Background: an optimization exercise with open tools, aiming at small area and a short achievable clock period. Do not read the settings as production practice.
Only simulation tests tie the RTL to the original design; equivalence was not proved.
Power figures rest on the tool's default switching activity, not on a simulated workload.

$ cat flow/flow/run.sh
#!/bin/bash
# The standard layout, with the port buffers made from the small
# sky130_fd_sc_hd__buf_1 instead of the cell buffer_ports picks by default.
set -euo pipefail
bash standard.sh BUFFER_PORTS_ARGS="-buffer_cell sky130_fd_sc_hd__buf_1" finish > standard.log 2>&1
$ cat flow/standard.sh
#!/bin/bash
# synth_recipe.tcl (not shown) runs the flow's synth.tcl, then flattens the netlist and writes it again
# the make line also repeats each setting of config.mk as NAME=value (left out here)
make -C /OpenROAD-flow-scripts/flow DESIGN_CONFIG=/design/flow/config.mk WORK_HOME=/design/flow/orfs CLKGATE_MAP_FILE= SYNTH_SCRIPT=/design/flow/synth_recipe.tcl "${@:-finish}"
$ cat flow/config.mk
export PLATFORM = sky130hd
export DESIGN_NAME = alu16_top
export DESIGN_NICKNAME = alu16_top
export VERILOG_FILES = /design/flow/design.v
export SDC_FILE = /design/flow/constraint.sdc
export NUM_CORES = 4
export LEC_CHECK = 0
export ABC_AREA = 1
export CAP_MARGIN = 20
export CORE_MARGIN = 2
export CORE_UTILIZATION = 40
export CTS_BUF_LIST = sky130_fd_sc_hd__clkbuf_8
export SETUP_SLACK_MARGIN = 2.2
export SLEW_MARGIN = 20
$ cat flow/constraint.sdc
create_clock -name core_clock -period 4.7 [get_ports {clk}]
set_input_delay 0.9400 -clock core_clock [delete_from_list [all_inputs] [get_ports {clk}]]
set_output_delay 0.9400 -clock core_clock [all_outputs]
set_load 0.01 [all_outputs]
$ cat flow/design.v
module alu16_top(clk, valA, valB, aluop, sub, lr, cc, result);
	input clk;
	input [15:0] valA, valB;
	input [3:0] aluop;
	input sub, lr;
	output reg [3:0] cc;
	output reg [15:0] result;
	reg [15:0] a_q, b_q;
	reg [3:0] op_q;
	reg sub_q, lr_q;
	wire [3:0] cc_w;
	wire [15:0] result_w;
	ALU alu(.valA(a_q), .valB(b_q), .aluop(op_q), .sub(sub_q), .lr(lr_q), .cc(cc_w), .result(result_w));
	always @(posedge clk) begin
		a_q <= valA;
		b_q <= valB;
		op_q <= aluop;
		sub_q <= sub;
		lr_q <= lr;
		cc <= cc_w;
		result <= result_w;
	end
endmodule

module ALU(valA, valB, aluop, sub, lr, cc, result);
	input [15:0] valA;
	input [15:0] valB;
	input [3:0] aluop;
	input sub;
	input lr;
	output [3:0] cc;
	output [15:0] result;
	wire [15:0] a = valA;
	wire [15:0] b = valB;
	wire [3:0] s = valB[3:0];
	wire op_add = ~aluop[3] & ~aluop[2] & ~aluop[1] & ~aluop[0];
	wire op_sh  = ~aluop[3] & ~aluop[2] & (aluop[1] | aluop[0]);
	wire op_rot = ~aluop[3] & ~aluop[2] & aluop[1] & aluop[0];
	wire op_lg  = ~aluop[3] & aluop[2];
	genvar i;
	wire [15:0] ax = a ^ {16{sub}};
	wire [15:0] g0 = b & ax;
	wire [15:0] t0 = b | ax;
	wire [15:0] g1, t1, g2, t2, g3, t3, g4;
	generate
		for (i = 0; i < 16; i = i + 1) begin : g_l1
			if (i % 2 == 1) begin
				assign g1[i] = g0[i] | (t0[i] & g0[i-1]);
				assign t1[i] = t0[i] & t0[i-1];
			end else begin
				assign g1[i] = g0[i];
				assign t1[i] = t0[i];
			end
		end
		for (i = 0; i < 16; i = i + 1) begin : g_l2
			if ((i / 2) % 2 == 1) begin
				assign g2[i] = g1[i] | (t1[i] & g1[(i / 2) * 2 - 1]);
				assign t2[i] = t1[i] & t1[(i / 2) * 2 - 1];
			end else begin
				assign g2[i] = g1[i];
				assign t2[i] = t1[i];
			end
		end
		for (i = 0; i < 16; i = i + 1) begin : g_l3
			if ((i / 4) % 2 == 1) begin
				assign g3[i] = g2[i] | (t2[i] & g2[(i / 4) * 4 - 1]);
				assign t3[i] = t2[i] & t2[(i / 4) * 4 - 1];
			end else begin
				assign g3[i] = g2[i];
				assign t3[i] = t2[i];
			end
		end
		for (i = 0; i < 16; i = i + 1) begin : g_l4
			if (i >= 8)
				assign g4[i] = g3[i] | (t3[i] & g3[7]);
			else
				assign g4[i] = g3[i];
		end
	endgenerate
	wire [16:0] k = {g4, 1'b0};
	wire [15:0] hx = a ^ b;
	wire [15:0] sum = hx ^ k[15:0];
	wire co = k[16] ^ sub;
	wire [15:0] kz = {{15{~sub}} & t0[14:0], 1'b0};
	wire z_add = &(hx ~^ kz);
	wire l_and = op_lg & ~aluop[1];
	wire l_hx  = op_lg & aluop[0];
	wire l_not = op_lg & aluop[1] & ~aluop[0];
	wire [15:0] lg = ({16{l_and}} & a & b) | ({16{l_hx}} & hx) | ({16{l_not}} & ~a);
	wire [3:0] ra;
	assign ra[0] = s[0];
	assign ra[1] = s[1] ^ (lr & s[0]);
	assign ra[2] = s[2] ^ (lr & (s[0] | s[1]));
	assign ra[3] = s[3] ^ (lr & (s[0] | s[1] | s[2]));
	wire [15:0] x1 = ra[0] ? {a[0], a[15:1]} : a;
	wire [15:0] x2 = ra[1] ? {x1[1:0], x1[15:2]} : x1;
	wire [15:0] x3 = ra[2] ? {x2[3:0], x2[15:4]} : x2;
	wire [15:0] x4 = ra[3] ? {x3[7:0], x3[15:8]} : x3;
	wire [15:0] wr;
	generate
		for (i = 0; i < 16; i = i + 1) begin : g_wr
			assign wr[i] = lr ? (i < s) : (15 - i < s);
		end
	endgenerate
	wire [15:0] keep = {16{op_sh}} & ~(wr & {16{~op_rot}});
	wire fill = op_sh & ~lr & ~aluop[1] & a[15];
	wire [15:0] fl = wr & {16{fill}};
	wire [15:0] sh = (x4 & keep) | fl;
	wire [15:0] nadd = sh | lg;
	assign result = ({16{op_add}} & sum) | nadd;
	wire Z = ~|nadd & (~op_add | z_add);
	wire N = result[15];
	wire C = op_add & co;
	wire [15:0] shl = x4 & keep;
	wire [15:0] cg = a & ~shl;
	wire [15:0] ct = a | ~shl;
	wire [7:0] c1g, c1t;
	wire [3:0] c2g, c2t;
	wire [1:0] c3g, c3t;
	generate
		for (i = 0; i < 8; i = i + 1) begin : g_c1
			assign c1g[i] = cg[2*i+1] | (ct[2*i+1] & cg[2*i]);
			assign c1t[i] = ct[2*i+1] & ct[2*i];
		end
		for (i = 0; i < 4; i = i + 1) begin : g_c2
			assign c2g[i] = c1g[2*i+1] | (c1t[2*i+1] & c1g[2*i]);
			assign c2t[i] = c1t[2*i+1] & c1t[2*i];
		end
		for (i = 0; i < 2; i = i + 1) begin : g_c3
			assign c3g[i] = c2g[2*i+1] | (c2t[2*i+1] & c2g[2*i]);
			assign c3t[i] = c2t[2*i+1] & c2t[2*i];
		end
	endgenerate
	wire gt = c3g[1] | (c3t[1] & c3g[0]);
	wire V = op_sh & lr & gt;
	assign cc = {N, Z, C, V};
endmodule
==> qor.yml, run 1 <==
power:
  p_int_uw: 960
  max-vdd-ir-drop_mv: 0.208
  clock_power_share_pct: 32.8
  leakagePower_nw: 2.76
  p_per_area_nw_per_um2: 287
  sw_frac_of_total_pct: 36.8
  p_total_mw: 1.52
  p_switching_uw: 560
  seqPwrFrac_pct: 36.7
  p_comb_share_pct: 30.5
detailed_routing:
  drc: 0
  wl_met3_um: 1460
  first_pass_iters: 7
  wl_met1_um: 7210
  wl_per_cell_um: 15.9
  viasPerCell: 5.41
  vias: 5640
  highest_layer: "met4"
  antenna_left: 0
  dr_wl_met2_um: 7420
  wl_um: 16600
  drt-initial-drc-count: 576
floorplan:
  rows: 39
  start_util_pct: 41.3
  die_w_um: 113
  die_h_um: 113
  coreArea_sq_um: 11500
  ioPinCount: 59
  die_area_sq_um: 12800
sta:
  worst_slew_pin_slew_ns: 0.587
  finalHoldViolations: 0
  fin_skew_ns: 0.00812
  period_needed_ns: 2.40
  rsz0062_at_grt: "true"
  slew_violations: 0
  setup-tns-final_ns: 0
  fmax_mhz: 416
  setup_violations: 0
  period_share_pct: 51.1
  slew_headroom_pct: 60.8
global_routing:
  grt_pass1_vias: 5074
  grt_overflow: 0
  grt_pass1_wl_um: 25700
  antenna_found_initial: 0
  grt_max_degree: 42
  grt_usage_pct: 25.8
setup_path:
  cp-end-kind: "flip-flop"
  setup.worst_path.start_class: "flip-flop"
  crit_type: "reg2reg"
  critical_path.max_fanout: 21
  required_ns: 4.96
  worstPathArrival_ns: 2.67
clock_tree:
  clk_pin_slew_ns: 0.07
  clock_latency_ns: 0.35
  htree_levels: 3
  root_buffer: "clkbuf_8"
  cts_buffers: 9
  cts_sinks: 57
  tritoncts: "done"
  clock_path_buffers: 2
  ctsHoldBuffers: 0
synthesis:
  synth.area.top_cells: "nand2_1, dfxtp_1, nand3_1"
  yosysWarningCount: 1
  synth_area_sq_um: 4760
  yosysUniqueCellTypes: 38
  synth_cells: 852
  syn_nets: 891
  synth_area_per_cell_sq_um: 5.59
  synth_area_leader_cell: "nand2_1"
  yosysSeqAreaShare_pct: 24.0
  synth-seq-cells: 57
  synth_top_area_share_pct: 24.1
layout:
  n_antenna_cell: 0
  stdcell_area_sq_um: 5310
  layout_common_cells: "nand2_1, inv_1, nor2_1"
  stdcell_count: 1043
  drive_above_1_share_pct: 5.78
  mostFrequentLayoutCell: "nand2_1"
  nets: 934
  area_growth_pct: 11.4
placement:
  io_buffers: 58
  dpl_cell_area_sq_um: 4970
  placed_cells: 1022
  gp_congestion: 1.04
  hpwl_um: 12800
min_path:
  worstHoldPathType: "reg2reg"
job:
  maxCapViolCount: 0
outcome:
  status: "finished clean"
metal layers:
layer	track usage, %	vias to the layer above
li1	-	2814
met1	35.1	2506
met2	41.1	281
met3	4.82	39
met4	9.11	0
met5	0	-
registers in the layout, indices dropped and copies added (netlist names):
register / count
a_q: 16
b_q: 16
cc: 4
lr_q: 1
op_q: 4
result: 15
sub_q: 1
cell usage after synthesis, drive strengths merged:
cell,count
a21oi,31
nand2,312
o21ai,70
a31oi,2
o2111ai,2
o31ai,1
and2,1
nor2,84
a31o,2
nor3,6
clkinv,1
nand3b,2
o22ai,13
a211oi,1
o211ai,3
clkbuf,15
nand4,6
xor2,6
dfxtp,57
or2,1
inv,108
a221oi,7
buf,19
a22oi,3
maj3,3
o21bai,3
nand3,80
xnor2,13
metrics by stage:
step	setup WS, ns	utilization [%]	hold slack, ns
finish	2.30	46.1	0.609
global route	2.11	46.1	0.640
CTS	2.18	45.1	0.645
detailed placement	1.92	43.1	0.700
global placement	1.93	43.1	0.704
floorplan	2.82	-	0.609
layout make-up:
| type | count | area [sq um] |
|---|---|---|
| clock inverters | 7 | 86.3 |
| multi-input cells | 654 | 3060 |
| well taps | 143 | 179 |
| inverters | 109 | 409 |
| fillers | 1302 | 6210 |
| repair buffers | 64 | 297 |
| flip-flops and latches | 57 | 1150 |
| clock buffers | 9 | 124 |
critical path, stage by stage (launching register included):
cell,delay (ns)
dfxtp_4,0.40
buf_12,0.16
inv_2,0.12
nand2_1,0.12
nand2_1,0.11
o21ai_0,0.49
a21oi_1,0.18
nand3_1,0.12
nand2_1,0.05
nor2_1,0.14
nand2_1,0.09
nor2_1,0.10
nor2_1,0.05
a21oi_1,0.17
logic make-up after synthesis:
family | share of synthesized area, %
simple gates | 42.4
buf+inv | 13.0
flops | 24.0
xor+xnor | 3.50
compound gates | 16.4
fa+ha+maj | 0.657
power by group through the flow:
stage	logic, mW	registers (mW)	clock network, mW
after floorplan	0.336	0.554	0
after global placement	0.440	0.570	0
after detailed placement	0.437	0.568	0
after CTS	0.440	0.559	0.508
after global routing	0.520	0.563	0.531
final	0.464	0.559	0.498
path summary, 6_finish.rpt:
path,startpoint,endpoint,slack [ns],cells after the start
max reg2reg,b_q[0],cc[0],2.30,13
max,b_q[0],cc[0],2.30,13
min reg2reg,lr_q,cc[0],0.61,2
min,lr_q,cc[0],0.61,2
timing repair:
action / in CTS / in global routing
gates cloned: 0 / 3
pin swaps: 0 / 2
gates resized for setup: 7 / 18
endpoints found under the setup margin: 12 / 12
buffers inserted: 0 / 2
==> inputs of run 2 (changes only) <==
--- a/flow/config.mk
+++ b/flow/config.mk
@@ -11,4 +11,4 @@
 export CORE_UTILIZATION = 40
 export CTS_BUF_LIST = sky130_fd_sc_hd__clkbuf_8
-export SETUP_SLACK_MARGIN = 2.2
+export SETUP_SLACK_MARGIN = 2.4
 export SLEW_MARGIN = 20
==> qor.yml, run 2 <==
outcome:
  status: "finished clean"  # unchanged
floorplan:
  die_h_um: 113  # unchanged
  start_util_pct: 41.3  # unchanged
  ioPinCount: 59  # unchanged
  die_area_sq_um: 12800  # unchanged
  die_w_um: 113  # unchanged
  rows: 39  # unchanged
  coreArea_sq_um: 11500  # unchanged
synthesis:
  yosysUniqueCellTypes: 38  # unchanged
  synth_edf_count: 0  # unchanged
  synth_area_leader_cell: "nand2_1"  # unchanged
  synth_area_sq_um: 4760  # unchanged
  synth_top_area_share_pct: 24.1  # unchanged
  synth.area.top_cells: "nand2_1, dfxtp_1, nand3_1"  # unchanged
  yosysMostFrequentCell: "nand2_1"  # unchanged
  synth_cells: 852  # unchanged
  yosys-top-cells-count: "nand2_1, inv_1, nor2_1"  # unchanged
  yosysWarningCount: 1  # unchanged
  async_flop_share_pct: 0  # unchanged
  yosysSeqAreaShare_pct: 24.0  # unchanged
  synth_area_per_cell_sq_um: 5.59  # unchanged
  synth-main-ff-cell: "dfxtp_1"  # unchanged
  syn_nets: 891  # unchanged
  synth-seq-cells: 57  # unchanged
layout:
  stdcell_area_sq_um: 5620  # was 5310 sq um
  area_growth_pct: 18.0  # was 11.4%
  largest_registers: "a_q x16, b_q x16, result x15"  # unchanged
  n_antenna_cell: 0  # unchanged
  layout_common_cells: "nand2_1, inv_1, nor2_1"  # unchanged
  stdcell_count: 1064  # was 1043
  fill_cells: 1270  # was 1302
  mostFrequentLayoutCell: "nand2_1"  # unchanged
  drive_above_1_share_pct: 11.1  # was 5.78%
  nets: 955  # was 934
detailed_routing:
  wl_per_cell_um: 16.0  # was 15.9 um
  antenna_left: 0  # unchanged
  first_pass_iters: 6  # was 7
  drt-initial-drc-count: 603  # was 576
  wl_um: 17000  # was 16600 um
  viasPerCell: 5.42  # was 5.41
  vias: 5771  # was 5640
  drc: 0  # unchanged
setup_path:
  cp_slowest_cell: "dfxtp_1"  # was o21ai_0
  setup.worst_path.start_class: "flip-flop"  # unchanged
  critical_path.max_fanout: 9  # was 21
  required_ns: 4.96  # about the same
  cpPeakStageDelay_ns: 0.33  # was 0.49 ns
  crit_type: "reg2reg"  # unchanged
  worstPathArrival_ns: 2.42  # was 2.67 ns
  cp-end-kind: "flip-flop"  # unchanged
  crit_path_cell_trace: "inv_1 -> nor2_1 -> inv_1 -> nor2_4 -> clkinvlp_4 -> o22ai_1 -> a21oi_1 -> o211ai_1 -> inv_1 -> nand2_1 -> nor2_1 -> nand2_1 -> nor2_1"  # was buf_12 -> inv_2 -> nand2_1 -> nand2_1 -> o21ai_0 -> a21oi_1 -> nand3_1 -> nand2_1 -> nor2_1 -> nand2_1 -> nor2_1 -> nor2_1 -> a21oi_1
placement:
  gp_congestion: 1.04  # unchanged
  hpwl_um: 12800  # unchanged
  io_buffers: 58  # unchanged
  placed_cells: 1022  # unchanged
  post-place-ws_ns: 1.92  # unchanged
  dpl_cell_area_sq_um: 4970  # unchanged
clock_tree:
  cts_sinks: 57  # unchanged
  htree_levels: 3  # unchanged
  clk_pin_slew_ns: 0.07  # about the same
  cts_buffers: 9  # unchanged
  clock_latency_ns: 0.35  # about the same
  tritoncts: "done"  # unchanged
  clock_path_buffers: 2  # unchanged
  ctsHoldBuffers: 0  # unchanged
  root_buffer: "clkbuf_8"  # unchanged
global_routing:
  grt_usage_pct: 26.0  # was 25.8%
  antenna_found_initial: 0  # unchanged
  grt_pass1_vias: 5080  # was 5074
  grt_pass1_wl_um: 25800  # was 25700 um
  grt_overflow: 0  # unchanged
  grt_max_degree: 42  # unchanged
job:
  maxCapViolCount: 0  # unchanged
sta:
  period_needed_ns: 2.16  # was 2.40 ns
  rsz0062_at_grt: "true"  # unchanged
  fmax_mhz: 462  # was 416 MHz
  worst_slew_pin_slew_ns: 0.566  # was 0.587 ns
  period_share_pct: 46.1  # was 51.1%
  setup_slack_ns: 2.54  # was 2.30 ns
  finalHoldViolations: 0  # unchanged
  setup_violations: 0  # unchanged
  fin_skew_ns: 0.00949  # was 0.00812 ns
  slew_violations: 0  # unchanged
  slew_headroom_pct: 62.2  # was 60.8%
  setup-tns-final_ns: 0  # unchanged
min_path:
  worstHoldPathType: "in2reg"  # was reg2reg
power:
  leakagePower_nw: 2.88  # was 2.76 nW
  p_total_mw: 1.56  # was 1.52 mW
  max-vdd-ir-drop_mv: 0.210  # was 0.208 mV
  p_per_area_nw_per_um2: 277  # was 287 nW/um^2
## run 2: cell count changes in the layout (fill, tap and decap cells not counted), sizes merged
cell / previous run / this run
clkinvlp: 1 / 4
inv: 109 / 107
clkbuf: 10 / 11
buf: 63 / 83
clkinv: 4 / 3
## run 2: worst paths after layout
check / from / endpoint / slack, ns / cells after the start
worst min-delay path: valB[9] / b_q[9] / 0.67 / 1
worst min register to register: b_q[15] / cc[3] / 0.72 / 4
worst max-delay path: op_q[2] / cc[2] / 2.54 / 13
worst max register to register: op_q[2] / cc[2] / 2.54 / 13
## run 2: logic make-up after synthesis
| group | share of synthesized area [%] |
|---|---|
| simple gates | 42.4 |
| flops | 24.0 |
| xor+xnor | 3.50 |
| buf+inv | 13.0 |
| fa+ha+maj | 0.657 |
| compound gates | 16.4 |
## run 2: layer usage
layer	vias to the layer above	wire, um	track usage [%]
met5	-	0	0
met4	0	533	10.1
met3	42	1420	4.77
met2	286	7580	40.8
met1	2588	7480	35.4
li1	2855	-	-
## run 2: timing repair
item                                    in CTS  in global routing
resized for setup                           22                 53
pin swaps                                    0                 10
endpoints found under the setup margin      19                 11
buffers inserted                             0                 22
cloned                                       0                  4
## run 2: where the power goes
group          internal [mW]  switching (mW)
Clock                  0.293           0.208
Sequential             0.518          0.0404
Combinational          0.167           0.330
Total                  0.978           0.578
## run 2: through the flow
stage,utilization (%),hold WS [ns]
after global routing,48.8,0.655
after CTS,45.6,0.645
after global placement,43.1,0.704
final,48.8,0.670
after detailed placement,43.1,0.700
after floorplan,-,0.609
## run 2: layout make-up
type	instances	area (sq um)	share of cell area, %
Multi-Input combinational cell	654	3150	56.0
Sequential cell	57	1170	20.8
Clock inverter	7	86.3	1.54
Inverter	109	425	7.57
Tap cell	143	179	3.18
Clock buffer	9	124	2.20
Timing Repair Buffer	85	484	8.62
## run 2: critical path, delay by kind of cell, from the launching register on
| kind | cells | cell delay (ns) |
|---|---|---|
| flops | 1 | 0.33 |
| simple gates | 6 | 0.70 |
| buf+inv | 4 | 0.60 |
| compound gates | 3 | 0.44 |
==> inputs of run 3 (changes only) <==
--- a/flow/config.mk
+++ b/flow/config.mk
@@ -11,4 +11,4 @@
 export CORE_UTILIZATION = 40
 export CTS_BUF_LIST = sky130_fd_sc_hd__clkbuf_8
-export SETUP_SLACK_MARGIN = 2.4
+export SETUP_SLACK_MARGIN = 2.5
 export SLEW_MARGIN = 20
==> qor.yml, run 3 <==
clock_tree:
  tritoncts: "done"  # unchanged
  root_buffer: "clkbuf_8"  # unchanged
  ctsHoldBuffers: 0  # unchanged
  clock_latency_ns: 0.35  # about the same
  htree_levels: 3  # unchanged
  cts_sinks: 57  # unchanged
  clock_path_buffers: 2  # unchanged
  clk_pin_slew_ns: 0.07  # about the same
  cts_buffers: 9  # unchanged
sta:
  setup-tns-final_ns: 0  # unchanged
  rsz0062_at_grt: "true"  # unchanged
  fin_skew_ns: 0.00773  # was 0.00949 ns
  setup_violations: 0  # unchanged
  period_share_pct: 45.6  # was 46.1%
  fmax_mhz: 467  # was 462 MHz
  finalHoldViolations: 0  # unchanged
  slew_violations: 0  # unchanged
  slew_headroom_pct: 62.6  # was 62.2%
  worst_slew_pin_slew_ns: 0.560  # was 0.566 ns
  period_needed_ns: 2.14  # was 2.16 ns
detailed_routing:
  antenna_left: 0  # unchanged
  wl_um: 17500  # was 17000 um
  wl_per_cell_um: 16.2  # was 16.0 um
  first_pass_iters: 6  # unchanged
  vias: 5886  # was 5771
  drt-initial-drc-count: 501  # was 603
  viasPerCell: 5.46  # was 5.42
  drc: 0  # unchanged
placement:
  hpwl_um: 12800  # unchanged
  io_buffers: 58  # unchanged
  dpl_cell_area_sq_um: 4970  # unchanged
  gp_congestion: 1.04  # unchanged
power:
  seqPwrFrac_pct: 35.2  # was 35.8%
  p_per_area_nw_per_um2: 270  # was 277 nW/um^2
  max-vdd-ir-drop_mv: 0.217  # was 0.210 mV
  sw_frac_of_total_pct: 37.5  # was 37.2%
  p_comb_share_pct: 33.3  # was 31.9%
  p_int_uw: 995  # was 978 uW
  leakagePower_nw: 2.99  # was 2.88 nW
  clock_power_share_pct: 31.5  # was 32.2%
  p_switching_uw: 596  # was 578 uW
floorplan:
  rows: 39  # unchanged
  start_util_pct: 41.3  # unchanged
  die_h_um: 113  # unchanged
  die_w_um: 113  # unchanged
  coreArea_sq_um: 11500  # unchanged
  ioPinCount: 59  # unchanged
  die_area_sq_um: 12800  # unchanged
synthesis:
  synth-main-ff-cell: "dfxtp_1"  # unchanged
  synth_area_sq_um: 4760  # unchanged
  syn_nets: 891  # unchanged
  yosysWarningCount: 1  # unchanged
  yosysMostFrequentCell: "nand2_1"  # unchanged
  synth_edf_count: 0  # unchanged
  yosys-top-cells-count: "nand2_1, inv_1, nor2_1"  # unchanged
  yosysSeqAreaShare_pct: 24.0  # unchanged
  synth.area.top_cells: "nand2_1, dfxtp_1, nand3_1"  # unchanged
  synth_area_leader_cell: "nand2_1"  # unchanged
  synth_top_area_share_pct: 24.1  # unchanged
  async_flop_share_pct: 0  # unchanged
  synth_cells: 852  # unchanged
  yosysUniqueCellTypes: 38  # unchanged
  synth-seq-cells: 57  # unchanged
  synth_area_per_cell_sq_um: 5.59  # unchanged
global_routing:
  grt_max_degree: 22  # was 42
  grt_pass1_vias: 5249  # was 5080
  grt_usage_pct: 26.7  # was 26.0%
  grt_pass1_wl_um: 26700  # was 25800 um
  grt_overflow: 0  # unchanged
  antenna_found_initial: 0  # unchanged
setup_path:
  setup.worst_path.start_class: "flip-flop"  # unchanged
  cp-end-kind: "flip-flop"  # unchanged
  required_ns: 5.00  # was 4.96 ns
  crit_type: "reg2reg"  # unchanged
  worstPathArrival_ns: 2.44  # was 2.42 ns
  critical_path.max_fanout: 8  # was 9
job:
  maxCapViolCount: 0  # unchanged
outcome:
  status: "finished clean"  # unchanged
layout:
  layout_common_cells: "nand2_1, inv_1, nor2_1"  # unchanged
  stdcell_area_sq_um: 5890  # was 5620 sq um
  largest_registers: "a_q x16, b_q x16, result x15"  # unchanged
  mostFrequentLayoutCell: "nand2_1"  # unchanged
  n_antenna_cell: 0  # unchanged
  drive_above_1_share_pct: 15.4  # was 11.1%
  nets: 969  # was 955
  area_growth_pct: 23.7  # was 18.0%
min_path:
  worstHoldPathType: "in2reg"  # unchanged
-- run 3: area by class of cell --
| class | count | area, sq um |
|---|---|---|
| Timing Repair inverter | 1 | 7.51 |
| Multi-Input combinational cell | 657 | 3310 |
| Inverter | 109 | 428 |
| Clock buffer | 9 | 124 |
| Tap cell | 143 | 179 |
| Fill cell | 1233 | 5630 |
| Timing Repair Buffer | 95 | 576 |
| Clock inverter | 7 | 86.3 |
| Sequential cell | 57 | 1180 |
-- run 3: kinds of logic after synthesis --
| logic type | synth area share, % |
|---|---|
| XOR/XNOR | 3.50 |
| AO/OA/AOI/OAI | 16.4 |
| flip-flops | 24.0 |
| buffers and inverters | 13.0 |
| AND/OR/NAND/NOR | 42.4 |
| adder cells (fa/ha/maj) | 0.657 |
-- run 3: critical path, stage by stage, from the launching register on --
cell	delay (ns)
dfxtp_4	0.41
buf_12	0.16
inv_6	0.06
nand2_2	0.11
nand2_4	0.10
nand2_8	0.11
nand2_4	0.09
nand2_1	0.11
nand3_1	0.12
nand4_1	0.17
nand2_1	0.08
inv_1	0.12
nand4_1	0.13
nor2_1	0.17
nand2_1	0.06
nor2_1	0.08
-- run 3: power by group through the flow --
| stage | Sequential, mW | Combinational, mW | Clock (mW) |
|---|---|---|---|
| after floorplan | 0.554 | 0.336 | 0 |
| final | 0.560 | 0.530 | 0.502 |
| after global placement | 0.570 | 0.440 | 0 |
| after global routing | 0.564 | 0.586 | 0.533 |
| after CTS | 0.557 | 0.461 | 0.508 |
| after detailed placement | 0.568 | 0.437 | 0 |
-- run 3: timing repair --
item,4_1_cts,5_1_grt
pin swaps,3,17
endpoints found under the setup margin,19,14
gates resized for setup,37,89
buffers inserted,7,25
cloned,4,4
-- run 3: final timing paths --
| kind | start | to | slack [ns] | cells after the start |
|---|---|---|---|---|
| setup / recovery | b_q[0] | cc[2] | 2.56 | 15 |
| hold / removal | valB[9] | b_q[9] | 0.67 | 1 |
| setup reg to reg | b_q[0] | cc[2] | 2.56 | 15 |
| hold reg to reg | b_q[15] | cc[3] | 0.72 | 4 |
-- run 3: per-layer routing --
layer	track usage (%)	vias to the layer above	routed length, um
met5	0	-	0
met4	10.0	0	721
met3	4.50	60	1520
met2	43.1	297	7810
met1	35.8	2635	7430
li1	-	2894	-
-- run 3: stage by stage --
stage               utilization, %  std cells  hold WS (ns)  setup WS, ns  total power, mW
finish                        51.1       1078         0.671          2.56             1.59
global route                  51.1       1078         0.657          2.44             1.68
CTS                           46.8       1049         0.613          2.48             1.53
detailed placement            43.1       1022         0.700          1.92             1.01
global placement              43.1       1022         0.704          1.93             1.01
floorplan                        -        852         0.609          2.82            0.890
==> inputs of run 4 (changes only) <==
--- a/flow/config.mk
+++ b/flow/config.mk
@@ -11,4 +11,4 @@
 export CORE_UTILIZATION = 40
 export CTS_BUF_LIST = sky130_fd_sc_hd__clkbuf_8
-export SETUP_SLACK_MARGIN = 2.5
+export SETUP_SLACK_MARGIN = 2.7
 export SLEW_MARGIN = 20
==> qor.yml, run 4 <==
outcome:
  status: "finished clean"  # unchanged
setup_path:
  cp_slowest_cell: "dfxtp_4"  # unchanged
  r2r_slack_ns: 2.60  # was 2.56 ns
  setup.worst_path.start_class: "flip-flop"  # unchanged
  r2r-start: "sub_q"  # was b_q[0]
  cp-end-kind: "flip-flop"  # unchanged
  cpPeakStageDelay_ns: 0.40  # was 0.41 ns
  r2r-end: "cc[1]"  # was cc[2]
  required_ns: 4.94  # was 5.00 ns
  crit_type: "reg2reg"  # unchanged
  crit_path_cell_trace: "buf_12 -> buf_12 -> xnor2_4 -> nor2_2 -> maj3_2 -> a21oi_4 -> nand2_8 -> nand2_4 -> nand2_4 -> nand2_2 -> nand3_2 -> nand2_1 -> nor2_1"  # was buf_12 -> inv_6 -> nand2_2 -> nand2_4 -> nand2_8 -> nand2_4 -> nand2_1 -> nand3_1 -> nand4_1 -> nand2_1 -> inv_1 -> nand4_1 -> nor2_1 -> nand2_1 -> nor2_1
  reg2reg_depth: 13  # was 15
  critical_path.max_fanout: 8  # unchanged
  worstPathArrival_ns: 2.34  # was 2.44 ns
power:
  p_comb_share_pct: 38.0  # was 33.3%
  p_switching_uw: 656  # was 596 uW
  p_int_mw: 1.06  # was 995 uW
  p_per_area_nw_per_um2: 262  # was 270 nW/um^2
  sw_frac_of_total_pct: 38.3  # was 37.5%
  max-vdd-ir-drop_mv: 0.211  # was 0.217 mV
  clock_power_share_pct: 29.1  # was 31.5%
  p_total_mw: 1.71  # was 1.59 mW
  leakagePower_nw: 3.24  # was 2.99 nW
  seqPwrFrac_pct: 32.9  # was 35.2%
detailed_routing:
  viasPerCell: 5.64  # was 5.46
  wl_per_cell_um: 17.3  # was 16.2 um
  drc: 0  # unchanged
  drt-initial-drc-count: 692  # was 501
  first_pass_iters: 5  # was 6
  antenna_left: 0  # unchanged
  vias: 6216  # was 5886
  wl_um: 19100  # was 17500 um
layout:
  largest_registers: "a_q x16, b_q x16, result x15"  # unchanged
  fill_cells: 1130  # was 1233
  layout_common_cells: "nand2_1, inv_1, nor2_1"  # unchanged
  drive_above_1_share_pct: 24.4  # was 15.4%
  area_growth_pct: 37.2  # was 23.7%
  stdcell_area_sq_um: 6530  # was 5890 sq um
  nets: 994  # was 969
  stdcell_count: 1103  # was 1078
  n_antenna_cell: 0  # unchanged
  mostFrequentLayoutCell: "nand2_1"  # unchanged
synthesis:
  synth_edf_count: 0  # unchanged
  yosysUniqueCellTypes: 38  # unchanged
  synth_cells: 852  # unchanged
  yosys-top-cells-count: "nand2_1, inv_1, nor2_1"  # unchanged
  synth_area_leader_cell: "nand2_1"  # unchanged
  synth-main-ff-cell: "dfxtp_1"  # unchanged
  synth_area_sq_um: 4760  # unchanged
  yosysSeqAreaShare_pct: 24.0  # unchanged
  synth.area.top_cells: "nand2_1, dfxtp_1, nand3_1"  # unchanged
  synth_area_per_cell_sq_um: 5.59  # unchanged
  yosysWarningCount: 1  # unchanged
  yosysMostFrequentCell: "nand2_1"  # unchanged
  synth-seq-cells: 57  # unchanged
  synth_top_area_share_pct: 24.1  # unchanged
  syn_nets: 891  # unchanged
  async_flop_share_pct: 0  # unchanged
clock_tree:
  htree_levels: 3  # unchanged
  cts_buffers: 9  # unchanged
  clk_pin_slew_ns: 0.07  # about the same
  tritoncts: "done"  # unchanged
  clock_latency_ns: 0.35  # about the same
  cts_sinks: 57  # unchanged
  root_buffer: "clkbuf_8"  # unchanged
  clock_path_buffers: 2  # unchanged
  ctsHoldBuffers: 0  # unchanged
sta:
  slew_headroom_pct: 65.6  # was 62.6%
  finalHoldViolations: 0  # unchanged
  setup-tns-final_ns: 0  # unchanged
  rsz0062_at_grt: "true"  # unchanged
  fin_skew_ns: 0.00726  # was 0.00773 ns
  slew_violations: 0  # unchanged
  worst_slew_pin_slew_ns: 0.510  # was 0.560 ns
  setup_violations: 0  # unchanged
  period_share_pct: 44.6  # was 45.6%
  period_needed_ns: 2.10  # was 2.14 ns
  fmax_mhz: 477  # was 467 MHz
job:
  maxCapViolCount: 0  # unchanged
global_routing:
  grt_overflow: 0  # unchanged
  grtUsageMet3_pct: 5.57  # was 4.50%
  antenna_found_initial: 0  # unchanged
  grt_pass1_wl_um: 28600  # was 26700 um
  use_met2_pct: 45.5  # was 43.1%
  grt_pass1_vias: 5624  # was 5249
  grtUsageMet1_pct: 37.0  # was 35.8%
  grt_busiest_layer: "met2"  # unchanged
  grt_max_degree: 21  # was 22
  grt_usage_pct: 28.6  # was 26.7%
min_path:
  worstHoldPathType: "in2reg"  # unchanged
  hold_end: "lr_q"  # was b_q[9]
  min_from: "lr"  # was valB[9]
  min_path_cells: 1  # unchanged
floorplan:
  die_area_sq_um: 12800  # unchanged
  rows: 39  # unchanged
  ioPinCount: 59  # unchanged
  coreArea_sq_um: 11500  # unchanged
  die_h_um: 113  # unchanged
  die_w_um: 113  # unchanged
  start_util_pct: 41.3  # unchanged
placement:
  hpwl_um: 12800  # unchanged
  gp_congestion: 1.04  # unchanged
  io_buffers: 58  # unchanged
  placed_cells: 1022  # unchanged
  dpl_cell_area_sq_um: 4970  # unchanged
## run 4: power groups by stage
stage / Combinational, mW / Sequential (mW) / Clock, mW
6_report: 0.650 / 0.562 / 0.499
3_5_place_dp: 0.437 / 0.568 / 0
2_1_floorplan: 0.336 / 0.554 / 0
5_1_grt: 0.704 / 0.566 / 0.530
3_3_place_gp: 0.440 / 0.570 / 0
4_1_cts: 0.541 / 0.558 / 0.508
## run 4: worst max-delay path, delay by kind of cell, from the launching register on
family          cells  cell delay, ns
compound gates      1            0.21
xor+xnor            1            0.16
fa+ha+maj           1            0.31
buf+inv             2            0.28
flops               1            0.40
simple gates        8            0.61
## run 4: final cells by class
| cell class | instances | area, sq um | area share (%) |
|---|---|---|---|
| Timing Repair Buffer | 120 | 856 | 13.1 |
| Inverter | 109 | 435 | 6.66 |
| Timing Repair inverter | 1 | 7.51 | 0.115 |
| Clock inverter | 7 | 86.3 | 1.32 |
| Sequential cell | 57 | 1180 | 18.1 |
| Clock buffer | 9 | 124 | 1.90 |
| Tap cell | 143 | 179 | 2.74 |
| Multi-Input combinational cell | 657 | 3660 | 56.1 |
## run 4: metrics by stage
| stage | hold slack [ns] | setup WS [ns] | util, % |
|---|---|---|---|
| 2_1_floorplan | 0.609 | 2.82 | - |
| 3_3_place_gp | 0.704 | 1.93 | 43.1 |
| 3_5_place_dp | 0.700 | 1.92 | 43.1 |
| 4_1_cts | 0.661 | 2.65 | 52.4 |
| 5_1_grt | 0.661 | 2.45 | 56.7 |
| 6_report | 0.675 | 2.60 | 56.7 |
## run 4: logic make-up (layout without fill, tap and decap cells)
logic type	after synthesis	count (layout)	share of synthesized area, %
XOR/XNOR	19	19	3.50
flip-flops	57	57	24.0
adder cells (fa/ha/maj)	3	3	0.657
AO/OA/AOI/OAI	138	138	16.4
AND/OR/NAND/NOR	492	497	42.4
buffers and inverters	143	246	13.0
## run 4: metal layers
| metal | part of all wire [%] | wire (um) |
|---|---|---|
| met5 | 0 | 0 |
| met4 | 6.1 | 1170 |
| met3 | 9.1 | 1740 |
| met2 | 44 | 8430 |
| met1 | 41 | 7780 |
## run 4: how the worst max path moves through the flow
| stage | slack [ns] | from | cells past startpoint | end |
|---|---|---|---|---|
| 3_5_place_dp | 1.92 | b_q[0] | 17 | cc[0] |
| 2_1_floorplan | 2.82 | sub_q | 10 | cc[1] |
| 3_3_place_gp | 1.93 | b_q[0] | 17 | cc[0] |
| 5_1_grt | 2.45 | b_q[1] | 16 | cc[0] |
| 4_1_cts | 2.65 | b_q[0] | 18 | cc[0] |
| 6_report | 2.60 | sub_q | 13 | cc[1] |
## run 4: repair_timing
action	in CTS	in global routing
setup endpoints to repair	19	16
pin swaps	37	38
resized for setup	129	102
buffers inserted	46	9
cloned	8	2
==> inputs of run 5 (changes only) <==
--- a/flow/config.mk
+++ b/flow/config.mk
@@ -11,4 +11,5 @@
 export CORE_UTILIZATION = 40
 export CTS_BUF_LIST = sky130_fd_sc_hd__clkbuf_8
-export SETUP_SLACK_MARGIN = 2.7
+export PLACE_DENSITY = 0.75
+export SETUP_SLACK_MARGIN = 2.4
 export SLEW_MARGIN = 20
==> qor.yml, run 5 <==
setup_path:
  cp-end-kind: "flip-flop"  # unchanged
  reg2reg_depth: 17  # was 13
  worstPathArrival_ns: 2.46  # was 2.34 ns
  crit_type: "reg2reg"  # unchanged
  r2r_slack_ns: 2.50  # was 2.60 ns
  timing.critical_path.from: "b_q[0]"  # was sub_q
  critical_path.max_fanout: 22  # was 8
  setup.worst_path.start_class: "flip-flop"  # unchanged
  r2r-start: "b_q[0]"  # was sub_q
  r2r-end: "cc[0]"  # was cc[1]
  required_ns: 4.96  # was 4.94 ns
detailed_routing:
  wl_met3_um: 1580  # was 1740 um
  dr_wl_met2_um: 7460  # was 8430 um
  drc: 0  # unchanged
  drt-initial-drc-count: 618  # was 692
  wl_per_cell_um: 15.9  # was 17.3 um
  viasPerCell: 5.45  # was 5.64
  antenna_left: 0  # unchanged
  first_pass_iters: 17  # was 5
  highest_layer: "met4"  # unchanged
  wl_met1_um: 7160  # was 7780 um
  wl_um: 16800  # was 19100 um
  vias: 5768  # was 6216
clock_tree:
  tritoncts: "done"  # unchanged
  root_buffer: "clkbuf_8"  # unchanged
  ctsHoldBuffers: 0  # unchanged
  clk_pin_slew_ns: 0.08  # was 0.07 ns
  cts_sinks: 57  # unchanged
  cts_buffers: 9  # unchanged
  clock_path_buffers: 2  # unchanged
  htree_levels: 3  # unchanged
  clock_latency_ns: 0.38  # was 0.35 ns
min_path:
  worstHoldPathType: "in2reg"  # unchanged
  min_from: "valA[1]"  # was lr
  hold_end: "a_q[1]"  # was lr_q
  min_path_cells: 1  # unchanged
synthesis:
  synth.area.top_cells: "nand2_1, dfxtp_1, nand3_1"  # unchanged
  synth-main-ff-cell: "dfxtp_1"  # unchanged
  async_flop_share_pct: 0  # unchanged
  yosysWarningCount: 1  # unchanged
  synth_cells: 852  # unchanged
  synth_edf_count: 0  # unchanged
  synth-seq-cells: 57  # unchanged
  synth_top_area_share_pct: 24.1  # unchanged
  synth_area_sq_um: 4760  # unchanged
  synth_area_leader_cell: "nand2_1"  # unchanged
  yosysUniqueCellTypes: 38  # unchanged
  yosysSeqAreaShare_pct: 24.0  # unchanged
  syn_nets: 891  # unchanged
  yosys-top-cells-count: "nand2_1, inv_1, nor2_1"  # unchanged
  synth_area_per_cell_sq_um: 5.59  # unchanged
  yosysMostFrequentCell: "nand2_1"  # unchanged
sta:
  slew_headroom_pct: 62.9  # was 65.6%
  fin_skew_ns: 0.0173  # was 0.00726 ns
  slew_violations: 0  # unchanged
  fmax_mhz: 454  # was 477 MHz
  timing.hold.ws_ns: 0.649  # was 0.675 ns
  worst_slew_pin_slew_ns: 0.555  # was 0.510 ns
  period_share_pct: 46.9  # was 44.6%
  setup-tns-final_ns: 0  # unchanged
  finalHoldViolations: 0  # unchanged
  setup_violations: 0  # unchanged
  rsz0062_at_grt: "true"  # unchanged
  period_needed_ns: 2.20  # was 2.10 ns
global_routing:
  grt_overflow: 0  # unchanged
  grt_max_degree: 45  # was 21
  grt_pass1_wl_um: 25400  # was 28600 um
  antenna_found_initial: 0  # unchanged
  grt_usage_pct: 25.6  # was 28.6%
  grt_pass1_vias: 4983  # was 5624
floorplan:
  ioPinCount: 59  # unchanged
  die_area_sq_um: 12800  # unchanged
  rows: 39  # unchanged
  die_w_um: 113  # unchanged
  coreArea_sq_um: 11500  # unchanged
  die_h_um: 113  # unchanged
  start_util_pct: 41.3  # unchanged
power:
  p_total_mw: 1.59  # was 1.71 mW
  leakagePower_nw: 2.86  # was 3.24 nW
  max-vdd-ir-drop_mv: 0.211  # about the same
  p_per_area_nw_per_um2: 288  # was 262 nW/um^2
layout:
  mostFrequentLayoutCell: "nand2_1"  # unchanged
  drive_above_1_share_pct: 9.72  # was 24.4%
  n_antenna_cell: 0  # unchanged
  layout_common_cells: "nand2_1, inv_1, nor2_1"  # unchanged
  nets: 950  # was 994
  largest_registers: "a_q x16, b_q x16, result x15"  # unchanged
  area_growth_pct: 16.4  # was 37.2%
outcome:
  status: "finished clean"  # unchanged
placement:
  io_buffers: 58  # unchanged
  hpwl_um: 12500  # was 12800 um
  gp_congestion: 1.03  # was 1.04
job:
  maxCapViolCount: 0  # unchanged
-- run 5: cell counts after synthesis --
No cell type changed its count.
-- run 5: logic make-up after synthesis --
group	Yosys count	synth area share, %
AOI/OAI and AO/OA	138	16.4
xor gates and xnor gates	19	3.50
adders and majority gates	3	0.657
buffers and inverters	143	13.0
DFF	57	24.0
and+or+nand+nor	492	42.4
-- run 5: final cells by class --
type	count	area [sq um]
Clock buffer	12	165
Clock inverter	4	73.8
Fill cell	1212	5970
Inverter	109	419
Multi-Input combinational cell	656	3140
Sequential cell	57	1170
Tap cell	143	179
Timing Repair Buffer	78	402
-- run 5: critical path, stage by stage, from the launching register on --
cell     delay [ns]
dfxtp_4        0.38
buf_12         0.16
inv_4          0.10
nand2_1        0.11
nand2_2        0.11
nand2_2        0.11
nand2_4        0.14
nand2_1        0.08
nand3_1        0.09
nand3_1        0.21
nand2_1        0.11
nand2_1        0.05
inv_1          0.07
nor2_1         0.05
nor2_1         0.10
nand2_1        0.09
nand2_1        0.06
a21oi_1        0.05
-- run 5: how the worst max path moves through the flow --
stage	to	slack (ns)
6_report	cc[0]	2.50
2_1_floorplan	cc[1]	2.82
4_1_cts	cc[0]	2.41
3_5_place_dp	cc[0]	1.98
3_3_place_gp	cc[0]	2.01
5_1_grt	cc[1]	2.36
-- run 5: repair_timing --
item / CTS / global route
setup endpoints to repair: 19 / 9
buffers inserted: 0 / 15
gates resized for setup: 15 / 45
cloned: 0 / 5
pin swaps: 0 / 4
-- run 5: through the flow --
stage	cell area (sq um)	util [%]	setup WS, ns	instances
2_1_floorplan	4760	-	2.82	852
3_3_place_gp	4980	43.2	2.01	1023
3_5_place_dp	4980	43.2	1.98	1023
4_1_cts	5260	45.7	2.41	1039
5_1_grt	5540	48.1	2.36	1059
6_report	5540	48.1	2.50	1059
-- run 5: report_power, final --
part | switching (mW) | total (mW) | internal, mW
registers | 0.0427 | 0.561 | 0.518
logic | 0.322 | 0.482 | 0.160
clock network | 0.210 | 0.551 | 0.342
-- run 5: metal layers --
layer	GRT usage [%]	up-vias
met5	0	-
met2	39.7	338
li1	-	2851
met1	34.8	2536
met3	3.86	43
met4	12.3	0
==> inputs of run 6 (changes only) <==
--- a/flow/config.mk
+++ b/flow/config.mk
@@ -7,9 +7,8 @@
 export LEC_CHECK = 0
 export ABC_AREA = 1
-export CAP_MARGIN = 20
+export CAP_MARGIN = 0
 export CORE_MARGIN = 2
 export CORE_UTILIZATION = 40
 export CTS_BUF_LIST = sky130_fd_sc_hd__clkbuf_8
-export PLACE_DENSITY = 0.75
 export SETUP_SLACK_MARGIN = 2.4
-export SLEW_MARGIN = 20
+export SLEW_MARGIN = 0
==> qor.yml, run 6 <==
clock_tree:
  ctsHoldBuffers: 0  # unchanged
  clock_latency_ns: 0.35  # was 0.38 ns
  cts_sinks: 57  # unchanged
  cts_buffers: 9  # unchanged
  clock_path_buffers: 2  # unchanged
  clk_pin_slew_ns: 0.07  # was 0.08 ns
  htree_levels: 3  # unchanged
  tritoncts: "done"  # unchanged
  root_buffer: "clkbuf_8"  # unchanged
sta:
  fmax_mhz: 462  # was 454 MHz
  slew_violations: 0  # unchanged
  slew_headroom_pct: 62.2  # was 62.9%
  timing.hold.ws_ns: 0.670  # was 0.649 ns
  rsz0062_at_grt: "true"  # unchanged
  period_share_pct: 46.1  # was 46.9%
  period_needed_ns: 2.16  # was 2.20 ns
  finalHoldViolations: 0  # unchanged
  setup-tns-final_ns: 0  # unchanged
  setup_violations: 0  # unchanged
  worst_slew_pin_slew_ns: 0.566  # was 0.555 ns
  fin_skew_ns: 0.00949  # was 0.0173 ns
outcome:
  status: "finished clean"  # unchanged
global_routing:
  antenna_found_initial: 0  # unchanged
  grt_overflow: 0  # unchanged
  grt_max_degree: 42  # was 45
  grt_pass1_wl_um: 25800  # was 25400 um
  grt_pass1_vias: 5080  # was 4983
  grt_usage_pct: 26.0  # was 25.6%
placement:
  gp_congestion: 1.04  # was 1.03
  hpwl_um: 12800  # was 12500 um
  io_buffers: 58  # unchanged
synthesis:
  synth-seq-cells: 57  # unchanged
  synth_area_sq_um: 4760  # unchanged
  synth-main-ff-cell: "dfxtp_1"  # unchanged
  synth_top_family_by_area: "simple AND/OR/NAND/NOR gates"  # unchanged
  yosysMostFrequentCell: "nand2_1"  # unchanged
  synthMuxAreaShare_pct: 0  # unchanged
  yosysSeqAreaShare_pct: 24.0  # unchanged
  yosysWarningCount: 1  # unchanged
  synth_area_per_cell_sq_um: 5.59  # unchanged
  syn_nets: 891  # unchanged
  yosys-top-cells-count: "nand2_1, inv_1, nor2_1"  # unchanged
  synth_edf_count: 0  # unchanged
  synth_compound_area_share_pct: 16.4  # unchanged
  yosys.area_share.adder_pct: 0.657  # unchanged
  synth_top_area_share_pct: 24.1  # unchanged
  synth_cells: 852  # unchanged
  synthXorXnorAreaFrac_pct: 3.50  # unchanged
  synth_area_leader_cell: "nand2_1"  # unchanged
  yosysUniqueCellTypes: 38  # unchanged
  synth.area.top_cells: "nand2_1, dfxtp_1, nand3_1"  # unchanged
  yosys.area_share.simple_pct: 42.4  # unchanged
  async_flop_share_pct: 0  # unchanged
layout:
  fill_cells: 1270  # was 1212
  nets: 955  # was 950
  drive_above_1_share_pct: 11.1  # was 9.72%
  n_antenna_cell: 0  # unchanged
  mostFrequentLayoutCell: "nand2_1"  # unchanged
  layout_common_cells: "nand2_1, inv_1, nor2_1"  # unchanged
  area_growth_pct: 18.0  # was 16.4%
  largest_registers: "a_q x16, b_q x16, result x15"  # unchanged
setup_path:
  cp.depth: 13  # was 17
  crit_path_cell_trace: "inv_1 -> nor2_1 -> inv_1 -> nor2_4 -> clkinvlp_4 -> o22ai_1 -> a21oi_1 -> o211ai_1 -> inv_1 -> nand2_1 -> nor2_1 -> nand2_1 -> nor2_1"  # was buf_12 -> inv_4 -> nand2_1 -> nand2_2 -> nand2_2 -> nand2_4 -> nand2_1 -> nand3_1 -> nand3_1 -> nand2_1 -> nand2_1 -> inv_1 -> nor2_1 -> nor2_1 -> nand2_1 -> nand2_1 -> a21oi_1
  r2r-start: "op_q[2]"  # was b_q[0]
  reg2reg_depth: 13  # was 17
  crit_buf_inv: 4  # was 3
  worstPathArrival_ns: 2.42  # was 2.46 ns
  cpPeakStageDelay_ns: 0.33  # was 0.38 ns
  setup.worst_path.start_class: "flip-flop"  # unchanged
  critPathTopFamily: "simple AND/OR/NAND/NOR gates"  # unchanged
  cp_slowest_cell: "dfxtp_1"  # was dfxtp_4
  crit_type: "reg2reg"  # unchanged
  timing.critical_path.from: "op_q[2]"  # was b_q[0]
  required_ns: 4.96  # about the same
  critical_path.max_fanout: 9  # was 22
  cp-end-kind: "flip-flop"  # unchanged
  r2r_slack_ns: 2.54  # was 2.50 ns
detailed_routing:
  antenna_left: 0  # unchanged
  drt-initial-drc-count: 603  # was 618
  viasPerCell: 5.42  # was 5.45
  vias: 5771  # was 5768
  drc: 0  # unchanged
  wl_um: 17000  # was 16800 um
  wl_per_cell_um: 16.0  # was 15.9 um
  first_pass_iters: 6  # was 17
floorplan:
  ioPinCount: 59  # unchanged
  coreArea_sq_um: 11500  # unchanged
  die_h_um: 113  # unchanged
  die_area_sq_um: 12800  # unchanged
  rows: 39  # unchanged
  die_w_um: 113  # unchanged
  start_util_pct: 41.3  # unchanged
power:
  max-vdd-ir-drop_mv: 0.210  # was 0.211 mV
  p_per_area_nw_per_um2: 277  # was 288 nW/um^2
  leakagePower_nw: 2.88  # was 2.86 nW
min_path:
  worstHoldPathType: "in2reg"  # unchanged
  min_from: "valB[9]"  # was valA[1]
  min_path_cells: 1  # unchanged
job:
  maxCapViolCount: 0  # unchanged
[run 6: cell counts after synthesis]
Identical to the previous run, type by type.
[run 6: cell families after synthesis]
group                      Yosys count
and+or+nand+nor                    492
buffers and inverters              143
adders and majority gates            3
DFF                                 57
xor gates and xnor gates            19
AOI/OAI and AO/OA                  138
[run 6: cell type report]
class | instances | area (sq um) | share of cell area (%)
multi-input combinational | 654 | 3150 | 56.0
sequential | 57 | 1170 | 20.8
timing repair buffer | 85 | 484 | 8.62
inverter | 109 | 425 | 7.57
tap | 143 | 179 | 3.18
clock buffer | 9 | 124 | 2.20
clock inverter | 7 | 86.3 | 1.54
[run 6: report_power, final]
group | internal (mW) | switching [mW]
Clock | 0.293 | 0.208
Combinational | 0.167 | 0.330
Sequential | 0.518 | 0.0404
Total | 0.978 | 0.578
[run 6: metrics by stage]
step	cells	power, mW	util (%)	worst slack [ns]	cell area, sq um
floorplan	852	0.890	-	2.82	4760
global placement	1022	1.01	43.1	1.93	4970
detailed placement	1022	1.01	43.1	1.92	4970
CTS	1038	1.51	45.6	2.39	5250
global route	1064	1.65	48.8	2.40	5620
finish	1064	1.56	48.8	2.54	5620
[run 6: what timing repair did]
action                     4_1_cts  5_1_grt
gates resized for setup         22       53
gates cloned                     0        4
buffers inserted                 0       22
setup endpoints to repair       19       11
pin swaps                        0       10
[run 6: worst paths after layout]
path,to
max,cc[2]
min,b_q[9]
max reg2reg,cc[2]
min reg2reg,cc[3]
[run 6: metal layers]
metal / wire [um] / track usage [%]
met5: 0 / 0
met4: 533 / 10.1
met3: 1420 / 4.77
met2: 7580 / 40.8
met1: 7480 / 35.4
==> inputs of run 7 (changes only) <==
--- a/flow/config.mk
+++ b/flow/config.mk
@@ -7,8 +7,9 @@
 export LEC_CHECK = 0
 export ABC_AREA = 1
-export CAP_MARGIN = 0
+export CAP_MARGIN = 20
 export CORE_MARGIN = 2
 export CORE_UTILIZATION = 40
-export CTS_BUF_LIST = sky130_fd_sc_hd__clkbuf_8
+export CTS_BUF_LIST = sky130_fd_sc_hd__clkbuf_4
+export PLACE_DENSITY = 0.75
 export SETUP_SLACK_MARGIN = 2.4
-export SLEW_MARGIN = 0
+export SLEW_MARGIN = 20
==> qor.yml, run 7 <==
power:
  leakagePower_nw: 2.81  # was 2.88 nW
  max-vdd-ir-drop_mv: 0.198  # was 0.210 mV
  p_per_area_nw_per_um2: 266  # was 277 nW/um^2
setup_path:
  worstPathArrival_ns: 2.62  # was 2.42 ns
  cp_slowest_cell: "dfxtp_1"  # unchanged
  cpPeakStageDelay_ns: 0.33  # about the same
  setup.worst_path.start_class: "flip-flop"  # unchanged
  crit_path_cell_trace: "nor2_1 -> o21ai_4 -> inv_2 -> nand4_1 -> inv_2 -> nand3_1 -> nand3_1 -> inv_2 -> nand3_1 -> nor2_1 -> nand2_1 -> nor2_1"  # was inv_1 -> nor2_1 -> inv_1 -> nor2_4 -> clkinvlp_4 -> o22ai_1 -> a21oi_1 -> o211ai_1 -> inv_1 -> nand2_1 -> nor2_1 -> nand2_1 -> nor2_1
  crit_type: "reg2reg"  # unchanged
  required_ns: 5.08  # was 4.96 ns
  cp-end-kind: "flip-flop"  # unchanged
  critical_path.max_fanout: 10  # was 9
  critPathTopFamily: "simple AND/OR/NAND/NOR gates"  # unchanged
  crit_buf_inv: 3  # was 4
layout:
  area_growth_pct: 14.1  # was 18.0%
  mostFrequentLayoutCell: "nand2_1"  # unchanged
  nets: 948  # was 955
  drive_above_1_share_pct: 8.86  # was 11.1%
  n_antenna_cell: 0  # unchanged
  fill_cells: 1224  # was 1270
  layout_common_cells: "nand2_1, inv_1, nor2_1"  # unchanged
  largest_registers: "a_q x16, b_q x16, result x15"  # unchanged
  stdcell_area_sq_um: 5430  # was 5620 sq um
synthesis:
  async_flop_share_pct: 0  # unchanged
  synth-main-ff-cell: "dfxtp_1"  # unchanged
  yosys-top-cells-count: "nand2_1, inv_1, nor2_1"  # unchanged
  yosysSeqAreaShare_pct: 24.0  # unchanged
  synth_area_per_cell_sq_um: 5.59  # unchanged
  synth.area.top_cells: "nand2_1, dfxtp_1, nand3_1"  # unchanged
  synth_edf_count: 0  # unchanged
  synth-seq-cells: 57  # unchanged
  synth_area_sq_um: 4760  # unchanged
  yosysUniqueCellTypes: 38  # unchanged
  synth_area_leader_cell: "nand2_1"  # unchanged
  synth_cells: 852  # unchanged
  syn_nets: 891  # unchanged
  yosysMostFrequentCell: "nand2_1"  # unchanged
  synth_top_area_share_pct: 24.1  # unchanged
  yosysWarningCount: 1  # unchanged
placement:
  gp_congestion: 1.03  # was 1.04
  dpl_cell_area_sq_um: 4980  # was 4970 sq um
  io_buffers: 58  # unchanged
  hpwl_um: 12500  # was 12800 um
min_path:
  worstHoldPathType: "in2reg"  # unchanged
sta:
  rsz0062_at_grt: "true"  # unchanged
  fin_skew_ns: 0.0259  # was 0.00949 ns
  period_share_pct: 47.5  # was 46.1%
  slew_violations: 0  # unchanged
  timing.hold.ws_ns: 0.550  # was 0.670 ns
  fmax_mhz: 448  # was 462 MHz
  setup_violations: 0  # unchanged
  period_needed_ns: 2.23  # was 2.16 ns
  setup-tns-final_ns: 0  # unchanged
  finalHoldViolations: 0  # unchanged
  slew_headroom_pct: 60.0  # was 62.2%
  worst_slew_pin_slew_ns: 0.594  # was 0.566 ns
floorplan:
  die_h_um: 113  # unchanged
  start_util_pct: 41.3  # unchanged
  die_w_um: 113  # unchanged
  ioPinCount: 59  # unchanged
  coreArea_sq_um: 11500  # unchanged
  rows: 39  # unchanged
  die_area_sq_um: 12800  # unchanged
job:
  maxCapViolCount: 0  # unchanged
detailed_routing:
  drc: 0  # unchanged
  vias: 5773  # was 5771
  wl_um: 16600  # was 17000 um
  first_pass_iters: 19  # was 6
  viasPerCell: 5.46  # was 5.42
  antenna_left: 0  # unchanged
  wl_per_cell_um: 15.7  # was 16.0 um
  drt-initial-drc-count: 623  # was 603
global_routing:
  use_met2_pct: 39.3  # was 40.8%
  grt_pass1_wl_um: 25300  # was 25800 um
  antenna_found_initial: 0  # unchanged
  grt_max_degree: 45  # was 42
  grt_busiest_layer: "met2"  # unchanged
  grt_usage_pct: 25.5  # was 26.0%
  grt_overflow: 0  # unchanged
  grtUsageMet3_pct: 4.93  # was 4.77%
  grtUsageMet1_pct: 34.6  # was 35.4%
  grt_pass1_vias: 4981  # was 5080
clock_tree:
  root_buffer: "clkbuf_4"  # was clkbuf_8
  cts_sinks: 57  # unchanged
  htree_levels: 3  # unchanged
  ctsHoldBuffers: 0  # unchanged
  cts_buffers: 9  # unchanged
  clock_latency_ns: 0.47  # was 0.35 ns
  clock_path_buffers: 2  # unchanged
  clk_pin_slew_ns: 0.12  # was 0.07 ns
  tritoncts: "done"  # unchanged
outcome:
  status: "finished clean"  # unchanged
## run 7: cell types whose count changed in the layout (fill, tap and decap cells not counted), moves of 3 or more
cell,change
clkbuf_4,+9
clkbuf_8,-9
dfxtp_1,+3
nand2_1,+5
nand2_2,-3
clkinv_1,+3
buf_4,-5
## run 7: metrics by stage
stage	total power, mW	setup WS, ns	instances	util (%)
finish	1.44	2.47	1057	47.2
global route	1.53	2.33	1057	47.2
CTS	1.42	2.38	1039	44.9
detailed placement	1.00	1.98	1023	43.2
global placement	1.00	2.01	1023	43.2
floorplan	0.890	2.82	852	-
## run 7: worst paths after layout
check	startpoint	depth (start not counted)	endpoint	slack, ns
setup reg to reg	op_q[3]	12	cc[2]	2.47
hold reg to reg	lr_q	3	cc[0]	0.74
hold / removal	valA[1]	1	a_q[1]	0.55
setup / recovery	op_q[3]	12	cc[2]	2.47
## run 7: repair_timing
| action | in CTS | in global routing |
|---|---|---|
| endpoints found under the setup margin | 19 | 12 |
| pin swaps | 0 | 3 |
| cloned | 0 | 3 |
| endpoints found under the hold margin | 0 | 0 |
| gates resized for setup | 14 | 39 |
| buffers inserted | 0 | 15 |
## run 7: per-layer routing
layer	share of wire (%)	vias up
met5	0	-
met4	3.7	0
met3	11	65
met2	44	347
met1	42	2527
li1	-	2834
## run 7: worst reg2reg max path: cells and delay by family, from the launching register on
kind / cells / cell delay, ns
AND/OR/NAND/NOR: 8 / 1.10
AO/OA/AOI/OAI: 1 / 0.18
buffers and inverters: 3 / 0.54
flip-flops: 1 / 0.33
## run 7: layout make-up
type                            count  area [sq um]  area share, %
Sequential cell                    57          1160           21.4
Tap cell                          143           179           3.29
Multi-Input combinational cell    654          3120           57.3
Inverter                          109           419           7.72
Clock buffer                        9          67.6           1.24
Timing Repair Buffer               78           402           7.39
Clock inverter                      7          85.1           1.57
## run 7: kinds of logic after synthesis
logic type	Yosys count	share of synthesized area, %
AO/OA/AOI/OAI	138	16.4
XOR/XNOR	19	3.50
adder cells (fa/ha/maj)	3	0.657
buffers and inverters	143	13.0
flip-flops	57	24.0
AND/OR/NAND/NOR	492	42.4
## run 7: report_power, final
part / switching (mW) / internal (mW) / leakage [nW]
sequential: 0.0425 / 0.517 / 0.480
combinational: 0.319 / 0.160 / 2.25
clock: 0.197 / 0.210 / 0.0824
total: 0.558 / 0.887 / 2.81
==> inputs of run 8 (changes only) <==
--- a/flow/design.v
+++ b/flow/design.v
@@ -82,6 +82,4 @@
 	wire [15:0] sum = hx ^ k[15:0];
 	wire co = k[16] ^ sub;
-	wire [15:0] kz = {{15{~sub}} & t0[14:0], 1'b0};
-	wire z_add = &(hx ~^ kz);
 	wire l_and = op_lg & ~aluop[1];
 	wire l_hx  = op_lg & aluop[0];
@@ -109,10 +107,9 @@
 	wire [15:0] nadd = sh | lg;
 	assign result = ({16{op_add}} & sum) | nadd;
-	wire Z = ~|nadd & (~op_add | z_add);
+	wire Z = ~|result;
 	wire N = result[15];
 	wire C = op_add & co;
-	wire [15:0] shl = x4 & keep;
-	wire [15:0] cg = a & ~shl;
-	wire [15:0] ct = a | ~shl;
+	wire [15:0] cg = a & ~sh;
+	wire [15:0] ct = a | ~sh;
 	wire [7:0] c1g, c1t;
 	wire [3:0] c2g, c2t;
--- a/flow/config.mk
+++ b/flow/config.mk
@@ -10,6 +10,5 @@
 export CORE_MARGIN = 2
 export CORE_UTILIZATION = 40
-export CTS_BUF_LIST = sky130_fd_sc_hd__clkbuf_4
-export PLACE_DENSITY = 0.75
+export CTS_BUF_LIST = sky130_fd_sc_hd__clkbuf_8
 export SETUP_SLACK_MARGIN = 2.4
 export SLEW_MARGIN = 20
==> qor.yml, run 8 <==
layout:
  layout_common_cells: "nand2_1, nand3_1, inv_1"  # was nand2_1, inv_1, nor2_1
  final_util_pct: 51.6  # was 47.2%
  nets: 879  # was 948
  mostFrequentLayoutCell: "nand2_1"  # unchanged
  fill_cells: 1123  # was 1224
  area_growth_pct: 24.5  # was 14.1%
  drive_above_1_share_pct: 18.4  # was 8.86%
  multi_input_area_sq_um: 3210  # was 3120 sq um
placement:
  gp_congestion: 0.989  # was 1.03
  io_buffers: 58  # unchanged
synthesis:
  async_flop_share_pct: 0  # unchanged
  synth_cells: 762  # was 852
  synth-seq-cells: 57  # unchanged
  synth_edf_count: 0  # unchanged
  yosysMostFrequentCell: "nand2_1"  # unchanged
  yosysSeqAreaShare_pct: 25.0  # was 24.0%
  synth_top_area_share_pct: 25.0  # was 24.1%
  synth_area_leader_cell: "dfxtp_1"  # was nand2_1
  synth.area.top_cells: "dfxtp_1, nand2_1, nand3_1"  # was nand2_1, dfxtp_1, nand3_1
  synth_area_per_cell_sq_um: 5.98  # was 5.59 sq um
  synth_area_sq_um: 4560  # was 4760 sq um
  syn_nets: 801  # was 891
  synth-main-ff-cell: "dfxtp_1"  # unchanged
  yosys-top-cells-count: "nand2_1, nand3_1, inv_1"  # was nand2_1, inv_1, nor2_1
  yosysWarningCount: 1  # unchanged
  yosysUniqueCellTypes: 45  # was 38
detailed_routing:
  wl_per_cell_um: 15.8  # was 15.7 um
  wl_um: 15500  # was 16600 um
  drc: 0  # unchanged
  viasPerCell: 5.44  # was 5.46
  drt-initial-drc-count: 466  # was 623
setup_path:
  cpPeakStageDelay_ns: 0.42  # was 0.33 ns
  cp_slowest_cell: "dfxtp_4"  # was dfxtp_1
  crit_type: "reg2reg"  # unchanged
  r2r_slack_ns: 2.43  # was 2.47 ns
  required_ns: 4.98  # was 5.08 ns
  setup.worst_path.start_class: "flip-flop"  # unchanged
  worstPathArrival_ns: 2.55  # was 2.62 ns
  critical_path.max_fanout: 8  # was 10
power:
  p_switching_uw: 553  # was 558 uW
  p_int_mw: 1.10  # was 887 uW
  sw_frac_of_total_pct: 33.4  # was 38.6%
  leakagePower_nw: 2.80  # was 2.81 nW
clock_tree:
  root_buffer: "clkbuf_8"  # was clkbuf_4
  tritoncts: "done"  # unchanged
  cts_sinks: 57  # unchanged
  clock_path_buffers: 2  # unchanged
  ctsHoldBuffers: 0  # unchanged
  htree_levels: 3  # unchanged
  clk_pin_slew_ns: 0.07  # was 0.12 ns
sta:
  finalHoldViolations: 0  # unchanged
  rsz0062_at_grt: "true"  # unchanged
  period_needed_ns: 2.27  # was 2.23 ns
  fmax_mhz: 440  # was 448 MHz
  slew_violations: 0  # unchanged
  worst_slew_pin_slew_ns: 0.619  # was 0.594 ns
  setup_violations: 0  # unchanged
floorplan:
  ioPinCount: 59  # unchanged
  die_area_sq_um: 12300  # was 12800 sq um
  rows: 38  # was 39
  die_w_um: 111  # was 113 um
  coreArea_sq_um: 11000  # was 11500 sq um
global_routing:
  grt_usage_pct: 24.5  # was 25.5%
  antenna_found_initial: 0  # unchanged
  grt_pass1_vias: 4942  # was 4981
  grt_max_degree: 20  # was 45
  grt_overflow: 0  # unchanged
  grt_pass1_wl_um: 24300  # was 25300 um
job:
  maxCapViolCount: 0  # unchanged
outcome:
  status: "finished clean"  # unchanged
min_path:
  worstHoldPathType: "reg2reg"  # was in2reg
run 8: cell types whose count changed in the layout (fill, tap and decap cells not counted), moves of 13 or more:
cell,change
nand2_2,+23
nand3_1,+18
o21ai_0,-39
nand2_1,-54
xor2_1,+13
buf_4,+14
inv_1,-34
nor2_1,-42
run 8: power by group through the flow:
stage	sequential (mW)	combinational (mW)	clock (mW)
detailed placement	0.562	0.409	0
floorplan	0.556	0.323	0
global route	0.558	0.555	0.636
global placement	0.561	0.406	0
CTS	0.553	0.435	0.612
finish	0.554	0.503	0.598
run 8: cells by family after synthesis:
| group | count (synthesis) | share of synthesized area [%] |
|---|---|---|
| AO/OA/AOI/OAI | 97 | 12.0 |
| flip-flops | 57 | 25.0 |
| XOR/XNOR | 27 | 5.36 |
| AND/OR/NAND/NOR | 475 | 46.4 |
| buffers and inverters | 106 | 11.2 |
run 8: routing by layer:
metal  part of all wire, %  up-vias  routed length [um]  GRT usage, %
met2                    46      262                7170          40.0
met5                     0        -                   0             0
met1                    42     2417                6580          30.5
li1                      -     2625                   -             -
met3                   7.2       49                1120          6.62
met4                   4.2        0                 652          9.92
run 8: timing repair:
action                                  4_1_cts  5_1_grt
pin swaps                                     3       27
resized for setup                            30       78
buffers inserted                             10       21
gates cloned                                  2        3
endpoints found under the setup margin       10        4
run 8: final cells by class:
type                       count  area share [%]
tap                          140            3.09
sequential                    57            20.5
inverter                      77            5.43
clock buffer                   9            2.18
clock inverter                 6            2.34
timing repair buffer          93            9.79
multi-input combinational    602            56.7
run 8: worst max-delay path: cells and delay by family (launching register included):
| family | cells | cell delay, ns |
|---|---|---|
| AO/OA/AOI/OAI | 2 | 0.33 |
| buffers and inverters | 2 | 0.32 |
| AND/OR/NAND/NOR | 11 | 1.13 |
| flip-flops | 1 | 0.42 |
run 8: final timing paths:
| check | from | end | cells after the start |
|---|---|---|---|
| setup reg to reg | b_q[1] | cc[2] | 15 |
| hold / removal | a_q[0] | result[0] | 3 |
| setup / recovery | b_q[1] | cc[2] | 15 |
| hold reg to reg | a_q[0] | result[0] | 3 |
run 8: stage by stage:
| stage | cells | power, mW | instance area, sq um | hold WS [ns] | setup WS [ns] |
|---|---|---|---|---|---|
| after floorplan | 762 | 0.879 | 4560 | 0.567 | 2.83 |
| after global placement | 933 | 0.967 | 4740 | 0.628 | 2.05 |
| after detailed placement | 933 | 0.971 | 4740 | 0.618 | 1.95 |
| after CTS | 960 | 1.60 | 5240 | 0.632 | 2.40 |
| after global routing | 984 | 1.75 | 5670 | 0.653 | 2.27 |
| final | 984 | 1.65 | 5670 | 0.659 | 2.43 |

==> re-timing with driven ports <==
How much do the figures lean on ideal ports? The routed layouts below were timed once more, with nothing changed but the port constraints.
Step 1 (the two cells are an assumption about what drives the block):
set clk [get_ports {clk}]
set_driving_cell -lib_cell sky130_fd_sc_hd__clkbuf_16 $clk
set_driving_cell -lib_cell sky130_fd_sc_hd__buf_2 [delete_from_list [all_inputs] $clk]
Step 2 adds t to the input delays and takes it off the output delays; t is the mean of the earliest and latest rising clock arrival at the registers after step 1. Input paths then give back, and output paths get back, about the clock's delay inside the block.
Slacks: ideal ports / drivers / drivers and shift; pairs: ideal ports / drivers.
run	shift t [ns]	setup WS [ns]	pins driven straight from the clock port
run 1	0.380	2.296 / 2.296 / 2.296	1
run 2	0.382	2.535 / 2.535 / 2.535	1
run 3	0.383	2.559 / 2.559 / 2.559	1
run 4	0.379	2.602 / 2.602 / 2.602	1
run 5	0.406	2.496 / 2.496 / 2.496	1
run 6	0.382	2.535 / 2.535 / 2.535	1
run 7	0.491	2.470 / 2.470 / 2.470	1
run 8	0.378	2.428 / 2.428 / 2.428	1
After both steps setup and hold are still met in every run listed.
